Context: an optimization exercise on an open-source flow, tuned for small area. The choices shown serve that exercise and are no tape-out recipe. The RTL was checked by simulation tests, not by an equivalence proof against the original design.

## flow/design.v (module list and top-level ports; edited modules follow where they fit)
// module BTN_IF: 26 lines
// module SamplingCtrl: 64 lines
// module Oscillator: 27 lines
// module SharedMul: 2009 lines
// module Interpolator: 272 lines
// module dds_core: 43 lines
module dds_core (
    input   wire        clk,         
    input   wire        rst_n,       
    input   wire        btn,         
    output  wire [11:0] dac_out,     
    output  wire [2:0]  mode         
);
  // ...
==> flow/run.sh <==
#!/bin/bash
# synth_recipe.tcl (not shown) runs the flow's synth.tcl, then flattens the netlist and writes it again
# the make line also repeats each setting of config.mk as NAME=value (left out here)
make -C /OpenROAD-flow-scripts/flow DESIGN_CONFIG=/design/flow/config.mk WORK_HOME=/design/flow/orfs CLKGATE_MAP_FILE= SYNTH_SCRIPT=/design/flow/synth_recipe.tcl finish
==> flow/config.mk <==
export PLATFORM = sky130hd
export DESIGN_NAME = dds_core
export DESIGN_NICKNAME = dds_core
export VERILOG_FILES = /design/flow/design.v
export SDC_FILE = /design/flow/constraint.sdc
export NUM_CORES = 4
export LEC_CHECK = 0
export CAP_MARGIN = 20
export CORE_MARGIN = 2
export CORE_UTILIZATION = 40
export PLACE_DENSITY = 0.6
export SLEW_MARGIN = 20
==> flow/constraint.sdc <==
create_clock -name core_clock -period 15.0 [get_ports {clk}]
set_input_delay 3.0000 -clock core_clock [delete_from_list [all_inputs] [get_ports {clk}]]
set_output_delay 3.0000 -clock core_clock [all_outputs]
set_load 0.01 [all_outputs]
==> qor.yml, run 1 <==
sta:
  worst_pin_slew_ns: 1.10
  finalSetupTns_ns: 0
  slew_headroom_pct: 26.5
  hold_ws_ns: 0.362
  finalHoldViolCount: 0
  setup_viol: 0
  period_minus_slack_ns: 12.97
status:
  status: "no timing/DRC/antenna violations"
synth:
  synth_largest_area_cell: "fa_1"
  synth_top_family_by_area: "adder cells"
  ys_top_cells_by_count: "inv_1 (293), fa_1 (259), nor2_1 (244)"
  yosysTopAreaCellShare_pct: 22.1
  synth_compound_area_share_pct: 20.2
  synth-seq-area-share_pct: 19.6
  async_reset_ff_share_pct: 100
  synth.most_common_cell: "inv_1"
cells_and_area:
  multiInputGateArea_mm2: 0.0173
  instances_no_fill: 3413
  regArea_mm2: 0.00459
  dominant_cells: "multi-input combinational cells"
grt:
  grt_max_degree: 113
  met3_usage_pct: 5.37
  gr-usage-met2_pct: 44.2
critical_path:
  ff2ff_path_depth: 40
  endpoint: "m_osc.r_out_1[25]"
  setup.worst_path.class: "reg2reg"
  critical_path.max_stage_delay_ns: 0.64
  path_delay_family: "compound AO/OA/AOI/OAI gates"
route:
  drt_iter0_drc: 2619
  drtPass1Iterations: 6
  wl_um: 86800
floorplan:
  io-pin-count: 18
  start_util_pct: 40.6
  die_area_mm2: 0.0606
placed_design:
  pre_cts_ws_ns: 2.29
min_path:
  whs_path_depth: 0
  hold_end: "m_BtnIf.rIntBtn[1]"
job:
  cap_violations: 0
==> module Interpolator, before the edit <==
module Interpolator (
    input   wire        Fg_CLK,
    input   wire        Fg_RESETn,
    input   wire [31:0] out_2,       
    input   wire [29:0] dprod,       
    input   wire [2:0]  DDSMode,
    input   wire        DDSEnable,
    input   wire        DDSReady,
    output  wire [11:0] InterpOut
);
    reg [29:0] Out;
    reg [29:0] dreg;
    reg [11:0] rInterpOut;
    reg        Enable_delay;
    assign InterpOut = rInterpOut;
    reg [29:0] dready;
    always @(*) begin
        case (DDSMode)
            3'd1:    dready = 30'd9687804;
            3'd2:    dready = 30'd968780;
            3'd3:    dready = 30'd96877;
            3'd4:    dready = 30'd9687;
            default: dready = 30'd0;
        endcase
    end
    wire acc_g0 = Out[0] & dreg[0];
    wire acc_p0 = Out[0] ^ dreg[0];
    wire acc_g1 = Out[1] & dreg[1];
    wire acc_p1 = Out[1] ^ dreg[1];
    wire acc_g2 = Out[2] & dreg[2];
    wire acc_p2 = Out[2] ^ dreg[2];
    wire acc_g3 = Out[3] & dreg[3];
    wire acc_p3 = Out[3] ^ dreg[3];
    wire acc_g4 = Out[4] & dreg[4];
    wire acc_p4 = Out[4] ^ dreg[4];
    wire acc_g5 = Out[5] & dreg[5];
    wire acc_p5 = Out[5] ^ dreg[5];
    wire acc_g6 = Out[6] & dreg[6];
    wire acc_p6 = Out[6] ^ dreg[6];
    wire acc_g7 = Out[7] & dreg[7];
    wire acc_p7 = Out[7] ^ dreg[7];
    wire acc_g8 = Out[8] & dreg[8];
    wire acc_p8 = Out[8] ^ dreg[8];
    wire acc_g9 = Out[9] & dreg[9];
    wire acc_p9 = Out[9] ^ dreg[9];
    wire acc_g10 = Out[10] & dreg[10];
    wire acc_p10 = Out[10] ^ dreg[10];
    wire acc_g11 = Out[11] & dreg[11];
    wire acc_p11 = Out[11] ^ dreg[11];
    wire acc_g12 = Out[12] & dreg[12];
    wire acc_p12 = Out[12] ^ dreg[12];
    wire acc_g13 = Out[13] & dreg[13];
    wire acc_p13 = Out[13] ^ dreg[13];
    wire acc_g14 = Out[14] & dreg[14];
    wire acc_p14 = Out[14] ^ dreg[14];
    wire acc_g15 = Out[15] & dreg[15];
    wire acc_p15 = Out[15] ^ dreg[15];
    wire acc_g16 = Out[16] & dreg[16];
    wire acc_p16 = Out[16] ^ dreg[16];
    wire acc_g17 = Out[17] & dreg[17];
    wire acc_p17 = Out[17] ^ dreg[17];
    wire acc_g18 = Out[18] & dreg[18];
    wire acc_p18 = Out[18] ^ dreg[18];
    wire acc_g19 = Out[19] & dreg[19];
    wire acc_p19 = Out[19] ^ dreg[19];
    wire acc_g20 = Out[20] & dreg[20];
    wire acc_p20 = Out[20] ^ dreg[20];
    wire acc_g21 = Out[21] & dreg[21];
    wire acc_p21 = Out[21] ^ dreg[21];
    wire acc_g22 = Out[22] & dreg[22];
    wire acc_p22 = Out[22] ^ dreg[22];
    wire acc_g23 = Out[23] & dreg[23];
    wire acc_p23 = Out[23] ^ dreg[23];
    wire acc_g24 = Out[24] & dreg[24];
    wire acc_p24 = Out[24] ^ dreg[24];
    wire acc_g25 = Out[25] & dreg[25];
    wire acc_p25 = Out[25] ^ dreg[25];
    wire acc_g26 = Out[26] & dreg[26];
    wire acc_p26 = Out[26] ^ dreg[26];
    wire acc_g27 = Out[27] & dreg[27];
    wire acc_p27 = Out[27] ^ dreg[27];
    wire acc_g28 = Out[28] & dreg[28];
    wire acc_p28 = Out[28] ^ dreg[28];
    wire acc_g29 = Out[29] & dreg[29];
    wire acc_p29 = Out[29] ^ dreg[29];
    wire acc_G1 = acc_g1 | (acc_p1 & acc_g0);
    wire acc_P1 = acc_p1 & acc_p0;
    wire acc_G2 = acc_g3 | (acc_p3 & acc_g2);
    wire acc_P2 = acc_p3 & acc_p2;
    wire acc_G3 = acc_g5 | (acc_p5 & acc_g4);
    wire acc_P3 = acc_p5 & acc_p4;
    wire acc_G4 = acc_g7 | (acc_p7 & acc_g6);
    wire acc_P4 = acc_p7 & acc_p6;
    wire acc_G5 = acc_g9 | (acc_p9 & acc_g8);
    wire acc_P5 = acc_p9 & acc_p8;
    wire acc_G6 = acc_g11 | (acc_p11 & acc_g10);
    wire acc_P6 = acc_p11 & acc_p10;
    wire acc_G7 = acc_g13 | (acc_p13 & acc_g12);
    wire acc_P7 = acc_p13 & acc_p12;
    wire acc_G8 = acc_g15 | (acc_p15 & acc_g14);
    wire acc_P8 = acc_p15 & acc_p14;
    wire acc_G9 = acc_g17 | (acc_p17 & acc_g16);
    wire acc_P9 = acc_p17 & acc_p16;
    wire acc_G10 = acc_g19 | (acc_p19 & acc_g18);
    wire acc_P10 = acc_p19 & acc_p18;
    wire acc_G11 = acc_g21 | (acc_p21 & acc_g20);
    wire acc_P11 = acc_p21 & acc_p20;
    wire acc_G12 = acc_g23 | (acc_p23 & acc_g22);
    wire acc_P12 = acc_p23 & acc_p22;
    wire acc_G13 = acc_g25 | (acc_p25 & acc_g24);
    wire acc_P13 = acc_p25 & acc_p24;
    wire acc_G14 = acc_g27 | (acc_p27 & acc_g26);
    wire acc_P14 = acc_p27 & acc_p26;
    wire acc_G15 = acc_g29 | (acc_p29 & acc_g28);
    wire acc_P15 = acc_p29 & acc_p28;
    wire acc_G16 = acc_g2 | (acc_p2 & acc_G1);
    wire acc_P16 = acc_p2 & acc_P1;
    wire acc_G17 = acc_G2 | (acc_P2 & acc_G1);
    wire acc_P17 = acc_P2 & acc_P1;
    wire acc_G18 = acc_g6 | (acc_p6 & acc_G3);
    wire acc_P18 = acc_p6 & acc_P3;
    wire acc_G19 = acc_G4 | (acc_P4 & acc_G3);
    wire acc_P19 = acc_P4 & acc_P3;
    wire acc_G20 = acc_g10 | (acc_p10 & acc_G5);
    wire acc_P20 = acc_p10 & acc_P5;
    wire acc_G21 = acc_G6 | (acc_P6 & acc_G5);
    wire acc_P21 = acc_P6 & acc_P5;
    wire acc_G22 = acc_g14 | (acc_p14 & acc_G7);
    wire acc_P22 = acc_p14 & acc_P7;
    wire acc_G23 = acc_G8 | (acc_P8 & acc_G7);
    wire acc_P23 = acc_P8 & acc_P7;
    wire acc_G24 = acc_g18 | (acc_p18 & acc_G9);
    wire acc_P24 = acc_p18 & acc_P9;
    wire acc_G25 = acc_G10 | (acc_P10 & acc_G9);
    wire acc_P25 = acc_P10 & acc_P9;
    wire acc_G26 = acc_g22 | (acc_p22 & acc_G11);
    wire acc_P26 = acc_p22 & acc_P11;
    wire acc_G27 = acc_G12 | (acc_P12 & acc_G11);
    wire acc_P27 = acc_P12 & acc_P11;
    wire acc_G28 = acc_g26 | (acc_p26 & acc_G13);
    wire acc_P28 = acc_p26 & acc_P13;
    wire acc_G29 = acc_G14 | (acc_P14 & acc_G13);
    wire acc_P29 = acc_P14 & acc_P13;
    wire acc_G30 = acc_g4 | (acc_p4 & acc_G17);
    wire acc_P30 = acc_p4 & acc_P17;
    wire acc_G31 = acc_G3 | (acc_P3 & acc_G17);
    wire acc_P31 = acc_P3 & acc_P17;
    wire acc_G32 = acc_G18 | (acc_P18 & acc_G17);
    wire acc_P32 = acc_P18 & acc_P17;
    wire acc_G33 = acc_G19 | (acc_P19 & acc_G17);
    wire acc_P33 = acc_P19 & acc_P17;
    wire acc_G34 = acc_g12 | (acc_p12 & acc_G21);
    wire acc_P34 = acc_p12 & acc_P21;
    wire acc_G35 = acc_G7 | (acc_P7 & acc_G21);
    wire acc_P35 = acc_P7 & acc_P21;
    wire acc_G36 = acc_G22 | (acc_P22 & acc_G21);
    wire acc_P36 = acc_P22 & acc_P21;
    wire acc_G37 = acc_G23 | (acc_P23 & acc_G21);
    wire acc_P37 = acc_P23 & acc_P21;
    wire acc_G38 = acc_g20 | (acc_p20 & acc_G25);
    wire acc_P38 = acc_p20 & acc_P25;
    wire acc_G39 = acc_G11 | (acc_P11 & acc_G25);
    wire acc_P39 = acc_P11 & acc_P25;
    wire acc_G40 = acc_G26 | (acc_P26 & acc_G25);
    wire acc_P40 = acc_P26 & acc_P25;
    wire acc_G41 = acc_G27 | (acc_P27 & acc_G25);
    wire acc_P41 = acc_P27 & acc_P25;
    wire acc_G42 = acc_g28 | (acc_p28 & acc_G29);
    wire acc_P42 = acc_p28 & acc_P29;
    wire acc_G43 = acc_G15 | (acc_P15 & acc_G29);
    wire acc_P43 = acc_P15 & acc_P29;
    wire acc_G44 = acc_g8 | (acc_p8 & acc_G33);
    wire acc_P44 = acc_p8 & acc_P33;
    wire acc_G45 = acc_G5 | (acc_P5 & acc_G33);
    wire acc_P45 = acc_P5 & acc_P33;
    wire acc_G46 = acc_G20 | (acc_P20 & acc_G33);
    wire acc_P46 = acc_P20 & acc_P33;
    wire acc_G47 = acc_G21 | (acc_P21 & acc_G33);
    wire acc_P47 = acc_P21 & acc_P33;
    wire acc_G48 = acc_G34 | (acc_P34 & acc_G33);
    wire acc_P48 = acc_P34 & acc_P33;
    wire acc_G49 = acc_G35 | (acc_P35 & acc_G33);
    wire acc_P49 = acc_P35 & acc_P33;
    wire acc_G50 = acc_G36 | (acc_P36 & acc_G33);
    wire acc_P50 = acc_P36 & acc_P33;
    wire acc_G51 = acc_G37 | (acc_P37 & acc_G33);
    wire acc_P51 = acc_P37 & acc_P33;
    wire acc_G52 = acc_g24 | (acc_p24 & acc_G41);
    wire acc_P52 = acc_p24 & acc_P41;
    wire acc_G53 = acc_G13 | (acc_P13 & acc_G41);
    wire acc_P53 = acc_P13 & acc_P41;
    wire acc_G54 = acc_G28 | (acc_P28 & acc_G41);
    wire acc_P54 = acc_P28 & acc_P41;
    wire acc_G55 = acc_G29 | (acc_P29 & acc_G41);
    wire acc_P55 = acc_P29 & acc_P41;
    wire acc_G56 = acc_G42 | (acc_P42 & acc_G41);
    wire acc_P56 = acc_P42 & acc_P41;
    wire acc_G57 = acc_G43 | (acc_P43 & acc_G41);
    wire acc_P57 = acc_P43 & acc_P41;
    wire acc_G58 = acc_g16 | (acc_p16 & acc_G51);
    wire acc_P58 = acc_p16 & acc_P51;
    wire acc_G59 = acc_G9 | (acc_P9 & acc_G51);
    wire acc_P59 = acc_P9 & acc_P51;
    wire acc_G60 = acc_G24 | (acc_P24 & acc_G51);
    wire acc_P60 = acc_P24 & acc_P51;
    wire acc_G61 = acc_G25 | (acc_P25 & acc_G51);
    wire acc_P61 = acc_P25 & acc_P51;
    wire acc_G62 = acc_G38 | (acc_P38 & acc_G51);
    wire acc_P62 = acc_P38 & acc_P51;
    wire acc_G63 = acc_G39 | (acc_P39 & acc_G51);
    wire acc_P63 = acc_P39 & acc_P51;
    wire acc_G64 = acc_G40 | (acc_P40 & acc_G51);
    wire acc_P64 = acc_P40 & acc_P51;
    wire acc_G65 = acc_G41 | (acc_P41 & acc_G51);
    wire acc_P65 = acc_P41 & acc_P51;
    wire acc_G66 = acc_G52 | (acc_P52 & acc_G51);
    wire acc_P66 = acc_P52 & acc_P51;
    wire acc_G67 = acc_G53 | (acc_P53 & acc_G51);
    wire acc_P67 = acc_P53 & acc_P51;
    wire acc_G68 = acc_G54 | (acc_P54 & acc_G51);
    wire acc_P68 = acc_P54 & acc_P51;
    wire acc_G69 = acc_G55 | (acc_P55 & acc_G51);
    wire acc_P69 = acc_P55 & acc_P51;
    wire acc_G70 = acc_G56 | (acc_P56 & acc_G51);
    wire acc_P70 = acc_P56 & acc_P51;
    wire acc_G71 = acc_G57 | (acc_P57 & acc_G51);
    wire acc_P71 = acc_P57 & acc_P51;
    wire acc_s0 = acc_p0;
    wire acc_s1 = acc_p1 ^ acc_g0;
    wire acc_s2 = acc_p2 ^ acc_G1;
    wire acc_s3 = acc_p3 ^ acc_G16;
    wire acc_s4 = acc_p4 ^ acc_G17;
    wire acc_s5 = acc_p5 ^ acc_G30;
    wire acc_s6 = acc_p6 ^ acc_G31;
    wire acc_s7 = acc_p7 ^ acc_G32;
    wire acc_s8 = acc_p8 ^ acc_G33;
    wire acc_s9 = acc_p9 ^ acc_G44;
    wire acc_s10 = acc_p10 ^ acc_G45;
    wire acc_s11 = acc_p11 ^ acc_G46;
    wire acc_s12 = acc_p12 ^ acc_G47;
    wire acc_s13 = acc_p13 ^ acc_G48;
    wire acc_s14 = acc_p14 ^ acc_G49;
    wire acc_s15 = acc_p15 ^ acc_G50;
    wire acc_s16 = acc_p16 ^ acc_G51;
    wire acc_s17 = acc_p17 ^ acc_G58;
    wire acc_s18 = acc_p18 ^ acc_G59;
    wire acc_s19 = acc_p19 ^ acc_G60;
    wire acc_s20 = acc_p20 ^ acc_G61;
    wire acc_s21 = acc_p21 ^ acc_G62;
    wire acc_s22 = acc_p22 ^ acc_G63;
    wire acc_s23 = acc_p23 ^ acc_G64;
    wire acc_s24 = acc_p24 ^ acc_G65;
    wire acc_s25 = acc_p25 ^ acc_G66;
    wire acc_s26 = acc_p26 ^ acc_G67;
    wire acc_s27 = acc_p27 ^ acc_G68;
    wire acc_s28 = acc_p28 ^ acc_G69;
    wire acc_s29 = acc_p29 ^ acc_G70;
    wire [29:0] Out_next = {acc_s29, acc_s28, acc_s27, acc_s26, acc_s25, acc_s24, acc_s23, acc_s22, acc_s21, acc_s20, acc_s19, acc_s18, acc_s17, acc_s16, acc_s15, acc_s14, acc_s13, acc_s12, acc_s11, acc_s10, acc_s9, acc_s8, acc_s7, acc_s6, acc_s5, acc_s4, acc_s3, acc_s2, acc_s1, acc_s0};
    always @(posedge Fg_CLK or negedge Fg_RESETn) begin
        if (~Fg_RESETn) begin
            Enable_delay <= 1'b0;
            dreg         <= 30'd0;
            Out          <= 30'd0;
            rInterpOut   <= 12'd0;
        end else begin
            Enable_delay <= DDSEnable;
            dreg         <= DDSReady ? dready : dprod;
            Out          <= Enable_delay ? out_2[29:0] : Out_next;
            rInterpOut   <= Out[29:18];
        end
    end
endmodule
==> module dds_core, before the edit <==
module dds_core (
    input   wire        clk,         
    input   wire        rst_n,       
    input   wire        btn,         
    output  wire [11:0] dac_out,     
    output  wire [2:0]  mode         
);
    wire    [2:0]  oIntBtn;
    wire           wDDSEnable;
    wire    [2:0]  wDDSMode;
    wire    [2:0]  wDDSModeD;
    wire           wDDSReady;
    wire    [31:0] wout_1;
    wire    [31:0] wout_2;
    wire    [31:0] wr_out;
    wire    [29:0] wdprod;
    assign mode = wDDSMode;
    BTN_IF m_BtnIf (
        .Fg_CLK(clk), .Ext_RESETn(rst_n), .iExtBtn(btn), .oIntBtn(oIntBtn)
    );
    SamplingCtrl m_samp (
        .Fg_CLK(clk), .oIntBtn(oIntBtn), .Fg_RESETn(rst_n),
        .DDSEnable(wDDSEnable), .DDSReady(wDDSReady),
        .DDSMode(wDDSMode), .DDSModeD(wDDSModeD)
    );
    SharedMul m_mul (
        .y1(wout_1), .y2(wout_2), .osc(wDDSEnable), .mode(wDDSMode),
        .r_out(wr_out), .dprod(wdprod)
    );
    Oscillator m_osc (
        .Fg_CLK(clk), .Fg_RESETn(rst_n),
        .DDSEnable(wDDSEnable), .DDSReady(wDDSReady),
        .init_1(32'd96878045),       
        .r_out(wr_out),
        .out_1(wout_1), .out_2(wout_2)
    );
    Interpolator m_interp (
        .Fg_CLK(clk), .Fg_RESETn(rst_n),
        .out_2(wout_2), .dprod(wdprod),
        .DDSMode(wDDSMode), .DDSEnable(wDDSEnable), .DDSReady(wDDSReady),
        .InterpOut(dac_out)
    );
endmodule
==> inputs of run 2 (changes only) <==
--- a/flow/design.v
+++ b/flow/design.v
@@ -116,17 +116,18 @@
     end
 endmodule
 module SharedMul (
     input   wire [31:0] y1,
     input   wire [31:0] y2,
     input   wire        osc,         
     input   wire [2:0]  mode,
     output  wire [31:0] r_out,       
-    output  wire [29:0] dprod        
+    output  wire [29:0] dprod,       
+    output  wire [2:0]  dtop         
 );
     wire dsub_g0 = y1[0] & ~y2[0];
     wire dsub_p0 = y1[0] ^ ~y2[0];
     wire dsub_g1 = y1[1] & ~y2[1];
     wire dsub_p1 = y1[1] ^ ~y2[1];
     wire dsub_g2 = y1[2] & ~y2[2];
     wire dsub_p2 = y1[2] ^ ~y2[2];
     wire dsub_g3 = y1[3] & ~y2[3];
@@ -376,16 +377,17 @@
     wire dsub_s25 = dsub_p25 ^ dsub_G73;
     wire dsub_s26 = dsub_p26 ^ dsub_G74;
     wire dsub_s27 = dsub_p27 ^ dsub_G75;
     wire dsub_s28 = dsub_p28 ^ dsub_G76;
     wire dsub_s29 = dsub_p29 ^ dsub_G77;
     wire dsub_s30 = dsub_p30 ^ dsub_G78;
     wire dsub_s31 = dsub_p31 ^ dsub_G79;
     wire [31:0] d = {dsub_s31, dsub_s30, dsub_s29, dsub_s28, dsub_s27, dsub_s26, dsub_s25, dsub_s24, dsub_s23, dsub_s22, dsub_s21, dsub_s20, dsub_s19, dsub_s18, dsub_s17, dsub_s16, dsub_s15, dsub_s14, dsub_s13, dsub_s12, dsub_s11, dsub_s10, dsub_s9, dsub_s8, dsub_s7, dsub_s6, dsub_s5, dsub_s4, dsub_s3, dsub_s2, dsub_s1, dsub_s0};
+    assign dtop = d[31:29];
     wire [31:0] mx = osc ? y1 : d;
     wire [2:0] msel = osc ? 3'd5 : mode;
     wire [31:0] xm1 = mx;
     wire x3_g0 = mx[1] & mx[0];
     wire x3_p0 = mx[1] ^ mx[0];
     wire x3_g1 = mx[2] & mx[1];
     wire x3_p1 = mx[2] ^ mx[1];
     wire x3_g2 = mx[3] & mx[2];
@@ -641,54 +643,53 @@
     wire x3_s26 = x3_p26 ^ x3_G74;
     wire x3_s27 = x3_p27 ^ x3_G75;
     wire x3_s28 = x3_p28 ^ x3_G76;
     wire x3_s29 = x3_p29 ^ x3_G77;
     wire x3_s30 = x3_p30 ^ x3_G78;
     wire x3_s31 = x3_p31 ^ x3_G79;
     wire x3_s32 = x3_p32 ^ x3_G80;
     wire [33:0] xm3 = {x3_s32, x3_s31, x3_s30, x3_s29, x3_s28, x3_s27, x3_s26, x3_s25, x3_s24, x3_s23, x3_s22, x3_s21, x3_s20, x3_s19, x3_s18, x3_s17, x3_s16, x3_s15, x3_s14, x3_s13, x3_s12, x3_s11, x3_s10, x3_s9, x3_s8, x3_s7, x3_s6, x3_s5, x3_s4, x3_s3, x3_s2, x3_s1, x3_s0, mx[0]};
-    wire s0 = (msel == 3'd0) | (msel == 3'd6) | (msel == 3'd7);
     wire s1 = (msel == 3'd1);
     wire s2 = (msel == 3'd2);
     wire s3 = (msel == 3'd3);
     wire s4 = (msel == 3'd4);
     wire s5 = (msel == 3'd5);
-    wire r0_0 = (s0 & xm1[0]) | (s1 & xm3[0]) | (s2 & xm1[0]) | (s4 & xm1[0]);
-    wire r0_1 = (s0 & xm1[1]) | (s1 & xm3[1]) | (s2 & xm1[1]) | (s3 & xm3[0]) | (s4 & xm1[1]) | (s5 & xm3[0]);
-    wire r0_2 = (s0 & xm1[2]) | (s1 & xm3[2]) | (s2 & xm1[2]) | (s3 & xm3[1]) | (s4 & xm1[2]) | (s5 & xm3[1]);
-    wire r0_3 = (s0 & xm1[3]) | (s1 & xm3[3]) | (s2 & xm1[3]) | (s3 & xm3[2]) | (s4 & xm1[3]) | (s5 & xm3[2]);
-    wire r0_4 = (s0 & xm1[4]) | (s1 & xm3[4]) | (s2 & xm1[4]) | (s3 & xm3[3]) | (s4 & xm1[4]) | (s5 & xm3[3]);
-    wire r0_5 = (s0 & xm1[5]) | (s1 & xm3[5]) | (s2 & xm1[5]) | (s3 & xm3[4]) | (s4 & xm1[5]) | (s5 & xm3[4]);
-    wire r0_6 = (s0 & xm1[6]) | (s1 & xm3[6]) | (s2 & xm1[6]) | (s3 & xm3[5]) | (s4 & xm1[6]) | (s5 & xm3[5]);
-    wire r0_7 = (s0 & xm1[7]) | (s1 & xm3[7]) | (s2 & xm1[7]) | (s3 & xm3[6]) | (s4 & xm1[7]) | (s5 & xm3[6]);
-    wire r0_8 = (s0 & xm1[8]) | (s1 & xm3[8]) | (s2 & xm1[8]) | (s3 & xm3[7]) | (s4 & xm1[8]) | (s5 & xm3[7]);
-    wire r0_9 = (s0 & xm1[9]) | (s1 & xm3[9]) | (s2 & xm1[9]) | (s3 & xm3[8]) | (s4 & xm1[9]) | (s5 & xm3[8]);
-    wire r0_10 = (s0 & xm1[10]) | (s1 & xm3[10]) | (s2 & xm1[10]) | (s3 & xm3[9]) | (s4 & xm1[10]) | (s5 & xm3[9]);
-    wire r0_11 = (s0 & xm1[11]) | (s1 & xm3[11]) | (s2 & xm1[11]) | (s3 & xm3[10]) | (s4 & xm1[11]) | (s5 & xm3[10]);
-    wire r0_12 = (s0 & xm1[12]) | (s1 & xm3[12]) | (s2 & xm1[12]) | (s3 & xm3[11]) | (s4 & xm1[12]) | (s5 & xm3[11]);
-    wire r0_13 = (s0 & xm1[13]) | (s1 & xm3[13]) | (s2 & xm1[13]) | (s3 & xm3[12]) | (s4 & xm1[13]) | (s5 & xm3[12]);
-    wire r0_14 = (s0 & xm1[14]) | (s1 & xm3[14]) | (s2 & xm1[14]) | (s3 & xm3[13]) | (s4 & xm1[14]) | (s5 & xm3[13]);
-    wire r0_15 = (s0 & xm1[15]) | (s1 & xm3[15]) | (s2 & xm1[15]) | (s3 & xm3[14]) | (s4 & xm1[15]) | (s5 & xm3[14]);
-    wire r0_16 = (s0 & xm1[16]) | (s1 & xm3[16]) | (s2 & xm1[16]) | (s3 & xm3[15]) | (s4 & xm1[16]) | (s5 & xm3[15]);
-    wire r0_17 = (s0 & xm1[17]) | (s1 & xm3[17]) | (s2 & xm1[17]) | (s3 & xm3[16]) | (s4 & xm1[17]) | (s5 & xm3[16]);
-    wire r0_18 = (s0 & xm1[18]) | (s1 & xm3[18]) | (s2 & xm1[18]) | (s3 & xm3[17]) | (s4 & xm1[18]) | (s5 & xm3[17]);
-    wire r0_19 = (s0 & xm1[19]) | (s1 & xm3[19]) | (s2 & xm1[19]) | (s3 & xm3[18]) | (s4 & xm1[19]) | (s5 & xm3[18]);
-    wire r0_20 = (s0 & xm1[20]) | (s1 & xm3[20]) | (s2 & xm1[20]) | (s3 & xm3[19]) | (s4 & xm1[20]) | (s5 & xm3[19]);
-    wire r0_21 = (s0 & xm1[21]) | (s1 & xm3[21]) | (s2 & xm1[21]) | (s3 & xm3[20]) | (s4 & xm1[21]) | (s5 & xm3[20]);
-    wire r0_22 = (s0 & xm1[22]) | (s1 & xm3[22]) | (s2 & xm1[22]) | (s3 & xm3[21]) | (s4 & xm1[22]) | (s5 & xm3[21]);
-    wire r0_23 = (s0 & xm1[23]) | (s1 & xm3[23]) | (s2 & xm1[23]) | (s3 & xm3[22]) | (s4 & xm1[23]) | (s5 & xm3[22]);
-    wire r0_24 = (s0 & xm1[24]) | (s1 & xm3[24]) | (s2 & xm1[24]) | (s3 & xm3[23]) | (s4 & xm1[24]) | (s5 & xm3[23]);
-    wire r0_25 = (s0 & xm1[25]) | (s1 & xm3[25]) | (s2 & xm1[25]) | (s3 & xm3[24]) | (s4 & xm1[25]) | (s5 & xm3[24]);
-    wire r0_26 = (s0 & xm1[26]) | (s1 & xm3[26]) | (s2 & xm1[26]) | (s3 & xm3[25]) | (s4 & xm1[26]) | (s5 & xm3[25]);
-    wire r0_27 = (s0 & xm1[27]) | (s1 & xm3[27]) | (s2 & xm1[27]) | (s3 & xm3[26]) | (s4 & xm1[27]) | (s5 & xm3[26]);
-    wire r0_28 = (s0 & xm1[28]) | (s1 & xm3[28]) | (s2 & xm1[28]) | (s3 & xm3[27]) | (s4 & xm1[28]) | (s5 & xm3[27]);
-    wire r0_29 = (s0 & xm1[29]) | (s1 & xm3[29]) | (s2 & xm1[29]) | (s3 & xm3[28]) | (s4 & xm1[29]) | (s5 & xm3[28]);
-    wire r0_30 = (s0 & xm1[30]) | (s1 & xm3[30]) | (s2 & xm1[30]) | (s3 & xm3[29]) | (s4 & xm1[30]) | (s5 & xm3[29]);
-    wire r0_31 = (s0 & ~xm1[31]) | (s1 & xm3[31]) | (s2 & ~xm1[31]) | (s3 & xm3[30]) | (s4 & ~xm1[31]) | (s5 & xm3[30]);
+    wire r0_0 = (s1 & xm3[0]) | (s2 & xm1[0]) | (s4 & xm1[0]);
+    wire r0_1 = (s1 & xm3[1]) | (s2 & xm1[1]) | (s3 & xm3[0]) | (s4 & xm1[1]) | (s5 & xm3[0]);
+    wire r0_2 = (s1 & xm3[2]) | (s2 & xm1[2]) | (s3 & xm3[1]) | (s4 & xm1[2]) | (s5 & xm3[1]);
+    wire r0_3 = (s1 & xm3[3]) | (s2 & xm1[3]) | (s3 & xm3[2]) | (s4 & xm1[3]) | (s5 & xm3[2]);
+    wire r0_4 = (s1 & xm3[4]) | (s2 & xm1[4]) | (s3 & xm3[3]) | (s4 & xm1[4]) | (s5 & xm3[3]);
+    wire r0_5 = (s1 & xm3[5]) | (s2 & xm1[5]) | (s3 & xm3[4]) | (s4 & xm1[5]) | (s5 & xm3[4]);
+    wire r0_6 = (s1 & xm3[6]) | (s2 & xm1[6]) | (s3 & xm3[5]) | (s4 & xm1[6]) | (s5 & xm3[5]);
+    wire r0_7 = (s1 & xm3[7]) | (s2 & xm1[7]) | (s3 & xm3[6]) | (s4 & xm1[7]) | (s5 & xm3[6]);
+    wire r0_8 = (s1 & xm3[8]) | (s2 & xm1[8]) | (s3 & xm3[7]) | (s4 & xm1[8]) | (s5 & xm3[7]);
+    wire r0_9 = (s1 & xm3[9]) | (s2 & xm1[9]) | (s3 & xm3[8]) | (s4 & xm1[9]) | (s5 & xm3[8]);
+    wire r0_10 = (s1 & xm3[10]) | (s2 & xm1[10]) | (s3 & xm3[9]) | (s4 & xm1[10]) | (s5 & xm3[9]);
+    wire r0_11 = (s1 & xm3[11]) | (s2 & xm1[11]) | (s3 & xm3[10]) | (s4 & xm1[11]) | (s5 & xm3[10]);
+    wire r0_12 = (s1 & xm3[12]) | (s2 & xm1[12]) | (s3 & xm3[11]) | (s4 & xm1[12]) | (s5 & xm3[11]);
+    wire r0_13 = (s1 & xm3[13]) | (s2 & xm1[13]) | (s3 & xm3[12]) | (s4 & xm1[13]) | (s5 & xm3[12]);
+    wire r0_14 = (s1 & xm3[14]) | (s2 & xm1[14]) | (s3 & xm3[13]) | (s4 & xm1[14]) | (s5 & xm3[13]);
+    wire r0_15 = (s1 & xm3[15]) | (s2 & xm1[15]) | (s3 & xm3[14]) | (s4 & xm1[15]) | (s5 & xm3[14]);
+    wire r0_16 = (s1 & xm3[16]) | (s2 & xm1[16]) | (s3 & xm3[15]) | (s4 & xm1[16]) | (s5 & xm3[15]);
+    wire r0_17 = (s1 & xm3[17]) | (s2 & xm1[17]) | (s3 & xm3[16]) | (s4 & xm1[17]) | (s5 & xm3[16]);
+    wire r0_18 = (s1 & xm3[18]) | (s2 & xm1[18]) | (s3 & xm3[17]) | (s4 & xm1[18]) | (s5 & xm3[17]);
+    wire r0_19 = (s1 & xm3[19]) | (s2 & xm1[19]) | (s3 & xm3[18]) | (s4 & xm1[19]) | (s5 & xm3[18]);
+    wire r0_20 = (s1 & xm3[20]) | (s2 & xm1[20]) | (s3 & xm3[19]) | (s4 & xm1[20]) | (s5 & xm3[19]);
+    wire r0_21 = (s1 & xm3[21]) | (s2 & xm1[21]) | (s3 & xm3[20]) | (s4 & xm1[21]) | (s5 & xm3[20]);
+    wire r0_22 = (s1 & xm3[22]) | (s2 & xm1[22]) | (s3 & xm3[21]) | (s4 & xm1[22]) | (s5 & xm3[21]);
+    wire r0_23 = (s1 & xm3[23]) | (s2 & xm1[23]) | (s3 & xm3[22]) | (s4 & xm1[23]) | (s5 & xm3[22]);
+    wire r0_24 = (s1 & xm3[24]) | (s2 & xm1[24]) | (s3 & xm3[23]) | (s4 & xm1[24]) | (s5 & xm3[23]);
+    wire r0_25 = (s1 & xm3[25]) | (s2 & xm1[25]) | (s3 & xm3[24]) | (s4 & xm1[25]) | (s5 & xm3[24]);
+    wire r0_26 = (s1 & xm3[26]) | (s2 & xm1[26]) | (s3 & xm3[25]) | (s4 & xm1[26]) | (s5 & xm3[25]);
+    wire r0_27 = (s1 & xm3[27]) | (s2 & xm1[27]) | (s3 & xm3[26]) | (s4 & xm1[27]) | (s5 & xm3[26]);
+    wire r0_28 = (s1 & xm3[28]) | (s2 & xm1[28]) | (s3 & xm3[27]) | (s4 & xm1[28]) | (s5 & xm3[27]);
+    wire r0_29 = (s1 & xm3[29]) | (s2 & xm1[29]) | (s3 & xm3[28]) | (s4 & xm1[29]) | (s5 & xm3[28]);
+    wire r0_30 = (s1 & xm3[30]) | (s2 & xm1[30]) | (s3 & xm3[29]) | (s4 & xm1[30]) | (s5 & xm3[29]);
+    wire r0_31 = (s1 & xm3[31]) | (s2 & ~xm1[31]) | (s3 & xm3[30]) | (s4 & ~xm1[31]) | (s5 & xm3[30]);
     wire r0_32 = (s1 & xm3[32]) | (s3 & xm3[31]) | (s5 & xm3[31]);
     wire r0_33 = (s1 & ~xm3[33]) | (s3 & xm3[32]) | (s5 & xm3[32]);
     wire r0_34 = (s3 & ~xm3[33]) | (s5 & ~xm3[33]);
     wire r1_1 = (s4 & xm3[0]);
     wire r1_2 = (s2 & xm1[0]) | (s4 & xm3[1]);
     wire r1_3 = (s2 & xm1[1]) | (s4 & xm3[2]);
     wire r1_4 = (s1 & xm3[0]) | (s2 & xm1[2]) | (s4 & xm3[3]);
     wire r1_5 = (s1 & xm3[1]) | (s2 & xm1[3]) | (s3 & xm1[0]) | (s4 & xm3[4]) | (s5 & xm1[0]);
@@ -991,39 +992,39 @@
     wire z_58 = s5 & ~y2[29];
     wire z_59 = s5 & ~y2[30];
     wire z_60 = s5 & y2[31];
     wire kc_11 = s2 | s5;
     wire kc_14 = s5;
     wire kc_20 = s5;
     wire kc_24 = s5;
     wire kc_29 = s5;
-    wire kc_31 = s0 | s2 | s4;
-    wire kc_32 = s0 | s2 | s4;
-    wire kc_33 = s0 | s1 | s4;
-    wire kc_34 = s0 | s1 | s2 | s3 | s5;
-    wire kc_36 = s0 | s1 | s2 | s4;
-    wire kc_37 = s0 | s2 | s3 | s5;
-    wire kc_38 = s0 | s1 | s3 | s4 | s5;
-    wire kc_39 = s0 | s1 | s2 | s4 | s5;
-    wire kc_40 = s0 | s1 | s2 | s3 | s5;
-    wire kc_41 = s0 | s3 | s4 | s5;
-    wire kc_42 = s0 | s1 | s2 | s3 | s4;
-    wire kc_43 = s0 | s1 | s2 | s3 | s5;
-    wire kc_44 = s0 | s1 | s3 | s4 | s5;
-    wire kc_45 = s0 | s2 | s4;
-    wire kc_47 = s0 | s1 | s2 | s3 | s5;
-    wire kc_48 = s0 | s1 | s3 | s4 | s5;
-    wire kc_49 = s0 | s2 | s3 | s4 | s5;
-    wire kc_50 = s0 | s1 | s2 | s4;
-    wire kc_51 = s0 | s1 | s3 | s4 | s5;
-    wire kc_53 = s0 | s3 | s4;
-    wire kc_55 = s0 | s1 | s2 | s3 | s4;
-    wire kc_57 = s0 | s2 | s3 | s4 | s5;
-    wire kc_60 = s0 | s1 | s2 | s3 | s4;
+    wire kc_31 = s2 | s4;
+    wire kc_32 = s2 | s4;
+    wire kc_33 = s1 | s4;
+    wire kc_34 = s1 | s2 | s3 | s5;
+    wire kc_36 = s1 | s2 | s4;
+    wire kc_37 = s2 | s3 | s5;
+    wire kc_38 = s1 | s3 | s4 | s5;
+    wire kc_39 = s1 | s2 | s4 | s5;
+    wire kc_40 = s1 | s2 | s3 | s5;
+    wire kc_41 = s3 | s4 | s5;
+    wire kc_42 = s1 | s2 | s3 | s4;
+    wire kc_43 = s1 | s2 | s3 | s5;
+    wire kc_44 = s1 | s3 | s4 | s5;
+    wire kc_45 = s2 | s4;
+    wire kc_47 = s1 | s2 | s3 | s5;
+    wire kc_48 = s1 | s3 | s4 | s5;
+    wire kc_49 = s2 | s3 | s4 | s5;
+    wire kc_50 = s1 | s2 | s4;
+    wire kc_51 = s1 | s3 | s4 | s5;
+    wire kc_53 = s3 | s4;
+    wire kc_55 = s1 | s2 | s3 | s4;
+    wire kc_57 = s2 | s3 | s4 | s5;
+    wire kc_60 = s1 | s2 | s3 | s4;
     wire t1, t2;
     assign {t2, t1} = {1'b0,r0_4} + {1'b0,r1_4};
     wire t3, t4;
     assign {t4, t3} = {1'b0,r0_5} + {1'b0,r1_5} + {1'b0,r2_5};
     wire t5, t6;
     assign {t6, t5} = {1'b0,r0_6} + {1'b0,r1_6} + {1'b0,r2_6};
     wire t7, t8;
     assign {t8, t7} = {1'b0,r0_7} + {1'b0,r1_7} + {1'b0,r2_7};
@@ -2124,16 +2125,17 @@
     assign r_out = prod[60:29];
     assign dprod = prod[58:29];
 endmodule
 module Interpolator (
     input   wire        Fg_CLK,
     input   wire        Fg_RESETn,
     input   wire [31:0] out_2,       
     input   wire [29:0] dprod,       
+    input   wire [2:0]  dtop,        
     input   wire [2:0]  DDSMode,
     input   wire        DDSEnable,
     input   wire        DDSReady,
     output  wire [11:0] InterpOut
 );
     reg [29:0] Out;
     reg [29:0] dreg;
     reg [11:0] rInterpOut;
@@ -2377,25 +2379,26 @@
     wire acc_s23 = acc_p23 ^ acc_G64;
     wire acc_s24 = acc_p24 ^ acc_G65;
     wire acc_s25 = acc_p25 ^ acc_G66;
     wire acc_s26 = acc_p26 ^ acc_G67;
     wire acc_s27 = acc_p27 ^ acc_G68;
     wire acc_s28 = acc_p28 ^ acc_G69;
     wire acc_s29 = acc_p29 ^ acc_G70;
     wire [29:0] Out_next = {acc_s29, acc_s28, acc_s27, acc_s26, acc_s25, acc_s24, acc_s23, acc_s22, acc_s21, acc_s20, acc_s19, acc_s18, acc_s17, acc_s16, acc_s15, acc_s14, acc_s13, acc_s12, acc_s11, acc_s10, acc_s9, acc_s8, acc_s7, acc_s6, acc_s5, acc_s4, acc_s3, acc_s2, acc_s1, acc_s0};
+    always @(posedge Fg_CLK)
+        dreg <= (DDSMode == 3'd0 || DDSMode > 3'd4) ? {{27{dtop[2]}}, dtop}    
+                                                    : (dprod | ({30{DDSReady}} & dready));
     always @(posedge Fg_CLK or negedge Fg_RESETn) begin
         if (~Fg_RESETn) begin
-            Enable_delay <= 1'b0;
-            dreg         <= 30'd0;
+            Enable_delay <= 1'b1;
             Out          <= 30'd0;
             rInterpOut   <= 12'd0;
         end else begin
             Enable_delay <= DDSEnable;
-            dreg         <= DDSReady ? dready : dprod;
             Out          <= Enable_delay ? out_2[29:0] : Out_next;
             rInterpOut   <= Out[29:18];
         end
     end
 endmodule
 module dds_core (
     input   wire        clk,         
     input   wire        rst_n,       
@@ -2407,35 +2410,36 @@
     wire           wDDSEnable;
     wire    [2:0]  wDDSMode;
     wire    [2:0]  wDDSModeD;
     wire           wDDSReady;
     wire    [31:0] wout_1;
     wire    [31:0] wout_2;
     wire    [31:0] wr_out;
     wire    [29:0] wdprod;
+    wire    [2:0]  wdtop;
     assign mode = wDDSMode;
     BTN_IF m_BtnIf (
         .Fg_CLK(clk), .Ext_RESETn(rst_n), .iExtBtn(btn), .oIntBtn(oIntBtn)
     );
     SamplingCtrl m_samp (
         .Fg_CLK(clk), .oIntBtn(oIntBtn), .Fg_RESETn(rst_n),
         .DDSEnable(wDDSEnable), .DDSReady(wDDSReady),
         .DDSMode(wDDSMode), .DDSModeD(wDDSModeD)
     );
     SharedMul m_mul (
         .y1(wout_1), .y2(wout_2), .osc(wDDSEnable), .mode(wDDSMode),
-        .r_out(wr_out), .dprod(wdprod)
+        .r_out(wr_out), .dprod(wdprod), .dtop(wdtop)
     );
     Oscillator m_osc (
         .Fg_CLK(clk), .Fg_RESETn(rst_n),
         .DDSEnable(wDDSEnable), .DDSReady(wDDSReady),
         .init_1(32'd96878045),       
         .r_out(wr_out),
         .out_1(wout_1), .out_2(wout_2)
     );
     Interpolator m_interp (
         .Fg_CLK(clk), .Fg_RESETn(rst_n),
-        .out_2(wout_2), .dprod(wdprod),
+        .out_2(wout_2), .dprod(wdprod), .dtop(wdtop),
         .DDSMode(wDDSMode), .DDSEnable(wDDSEnable), .DDSReady(wDDSReady),
         .InterpOut(dac_out)
     );
 endmodule
==> run 2 against run 1 <==
Still clean on timing, DRC and antenna. First-iteration DRC count down 6.5%. Count of clock-buffer cells in the layout shrank 2. Maximum frequency fell by 1.5%. Synthesized cell count increased by 1.9%.
==> qor.yml, run 2 <==
status:
  status: "no timing/DRC/antenna violations"
floorplan:
  start_util_pct: 40.5  # -0.074 points
  die_area_mm2: 0.0605  # -0.18%
  die-height_um: 246
  die_x_um: 246
  io-pin-count: 18  # unchanged
  rows: 88
  coreArea_mm2: 0.0578
sta:
  finalSetupTns_ns: 0  # unchanged
  fmax_mhz: 76.0
  maxSlewViolCount: 0
  worst_pin_slew_ns: 1.14  # +0.0434 ns
  slew_headroom_pct: 22.1  # -4.5 points
  period_minus_slack_ns: 13.16  # +0.193 ns
  finalCritPeriodShare_pct: 87.7
  layout_setup_ws_ns: 1.84
  setup_viol: 0  # unchanged
  clock-skew-final_ns: 0.0134
  finalHoldViolCount: 0  # unchanged
  rsz0062_at_grt: "false"
route:
  drtPass1Iterations: 7  # +1
  antenna_left: 0
  wl_um: 87300  # +0.61%
  num_vias: 21500
  drc: 0
  wl_per_cell_um: 25.2
  drt_iter0_drc: 2448  # -6.5%
  via_per_inst: 6.19
cells_and_area:
  layout_commonest_cell: "inv_1"
  multiInputGateArea_mm2: 0.0174  # +0.43%
  diodes: 0
  instances_no_fill: 3467  # +1.6%
  drive_above_1_share_pct: 6.00
  reg_top3: "m_osc.r_out_1 (32), m_osc.r_out_2 (32)"
  final_cell_mix: "inv_1 (302), fa_1 (259), nor2_1 (249)"
  num-fill-cells: 5696
  regArea_mm2: 0.00444  # -3.3%
  finalNetCount: 3153
  syn_to_final_growth_pct: 8.00
synth:
  yosysWarningCount: 4
  ys_top_cells_by_count: "inv_1 (303), fa_1 (259), nor2_1 (251)"
  synth_area_per_cell_um2: 8.66
  synth.most_common_cell: "inv_1"
  synth-edff-count: 0
  synth_ff_type: "dfrtp_1"
  synth_largest_area_cell: "fa_1"
  synth-seq-area-share_pct: 19.0  # -0.60 points
  yosysTopAreaCellShare_pct: 22.2  # +0.040 points
  synth_nets: 3166
  ys_ff_latch: 183
  synth.area.top_cells: "fa_1 (22%), dfrtp_1 (16%), ha_1 (11%)"
  async_reset_ff_share_pct: 83.6  # -16 points
  synthDistinctLibCells: 87
  netlist_instances: 2702
  netlist_area_mm2: 0.0234
placed_design:
  dpl.hpwl_um: 67700
  io_buffers: 17
  pre_cts_ws_ns: 2.09  # -0.196 ns
  dp_cells: 3435
  gp_congestion: 1.02
cts:
  cts_buffers: 17
  cts_tree: "done"
  clk_pin_slew_ns: 0.08
  cts.root.buffer_cell: "clkbuf_16"
  post_cts_buffers: 0
  ctsHoldBuffers: 0
  htree_levels: 4
  clk_path_buf_depth: 2
  clock_latency_ns: 0.45
  cts.sinks: 183
  postCtsResizedCells: 0
grt:
  grt_pass1_wl_um: 134000
  grt_max_degree: 86  # -24%
  grt_overflow_total: 0
  track_usage_pct: 29.1
  antenna_found_initial: 0
  grt_pass1_vias: 21500
critical_path:
  cpMostUsedCell: "inv_1"
  cp.arrival_ns: 13.50
  worstPathMaxFanout: 14
  worst_setup_path_start_kind: "register"
  crit_required_ns: 15.34
  worst_setup_path_end_kind: "register"
  cpMaxStageDelayCell: "a2111oi_0"
  critical_path.max_stage_delay_ns: 0.89  # +0.25 ns
  setup.worst_path.class: "reg2reg"
min_path:
  hold_class: "reg2reg"
job:
  cap_violations: 0  # unchanged
## run 2: cell count changes after synthesis, sizes merged, moves of 10 or more
cell    change
a21oi      +30
dfrtp      -31
o21bai     -10
xnor2      -14
a31oi      +10
a221oi     -12
and3       +11
dfxtp      +30
## run 2: cells by family (layout without fill, tap and decap cells)
family	after synthesis	after routing	share of synthesized area, %
flip-flops	183	183	19.0
AND/OR/NAND/NOR	760	760	14.8
AO/OA/AOI/OAI	733	733	21.0
XOR/XNOR	113	113	4.29
buffers and inverters	428	428	6.91
multiplexers	24	24	1.06
adder cells (fa/ha/maj)	461	461	33.0
## run 2: per-layer routing
metal / global-route usage [%] / vias to the layer above / routed length, um
met2: 43.8 / 1171 / 37600
met1: 41.2 / 10600 / 37900
met4: 11.1 / 0 / 3640
met5: 0 / - / 0
li1: - / 9441 / -
met3: 5.70 / 238 / 8180
## run 2: through the flow
step | cell area (um2) | util, % | hold slack (ns)
2_1_floorplan | 23400 | - | 0.345
3_3_place_gp | 24700 | 42.6 | 0.358
3_5_place_dp | 24700 | 42.7 | 0.360
4_1_cts | 25300 | 43.7 | 0.368
5_1_grt | 25300 | 43.7 | 0.369
6_report | 25300 | 43.7 | 0.363
## run 2: final timing paths
kind	endpoint	cells after the start	from	slack (ns)
max in group asynchronous	m_samp.rDDSReady	2	rst_n	10.88
worst max-delay path	m_osc.r_out_1[23]	46	m_osc.r_out_1[0]	1.84
worst min register to register	m_BtnIf.rIntBtn[1]	0	m_BtnIf.rIntBtn[0]	0.36
worst min-delay path	m_BtnIf.rIntBtn[1]	0	m_BtnIf.rIntBtn[0]	0.36
worst max register to register	m_osc.r_out_1[23]	46	m_osc.r_out_1[0]	1.84
min in group asynchronous	m_samp.rCnt[11]	1	rst_n	2.63
## run 2: final cells by class
type / count / share of cell area, %
timing repair buffer: 89 / 2.82
tap: 765 / 3.79
multi-input combinational: 2091 / 68.9
sequential: 183 / 17.6
inverter: 307 / 4.56
clock inverter: 15 / 0.658
clock buffer: 17 / 1.68
## run 2: worst max-delay path, delay by kind of cell, from the launching register on
family	cells	cell delay, ns
adder cells (fa/ha/maj)	9	3.49
AND/OR/NAND/NOR	5	1.53
AO/OA/AOI/OAI	24	6.54
XOR/XNOR	1	0.33
buffers and inverters	7	0.75
flip-flops	1	0.39

## re-timing with driven ports
The flow's constraints put no driver on any port. The routed layouts listed below were extracted and timed again, unchanged, in two steps. Step 1 assumes that a clkbuf_16 drives the clock port and a buf_2 every other input. Step 2 times the ports against the registers' clock, not the clock port: input delays grow and output delays shrink by t, the midpoint of the rising clock arrivals with the driver on. Slacks: no drivers / after step 1 / after step 2; pairs: no drivers / after step 1.
| run | shift t [ns] | slack for setup (ns) | hold slack, ns |
|---|---|---|---|
| run 1 | 0.491 | 2.032 / 2.032 / 2.032 | 0.362 / 0.362 / 0.362 |
| run 2 | 0.492 | 1.839 / 1.839 / 1.839 | 0.363 / 0.363 / 0.363 |
After both steps setup and hold are still met in every run listed.
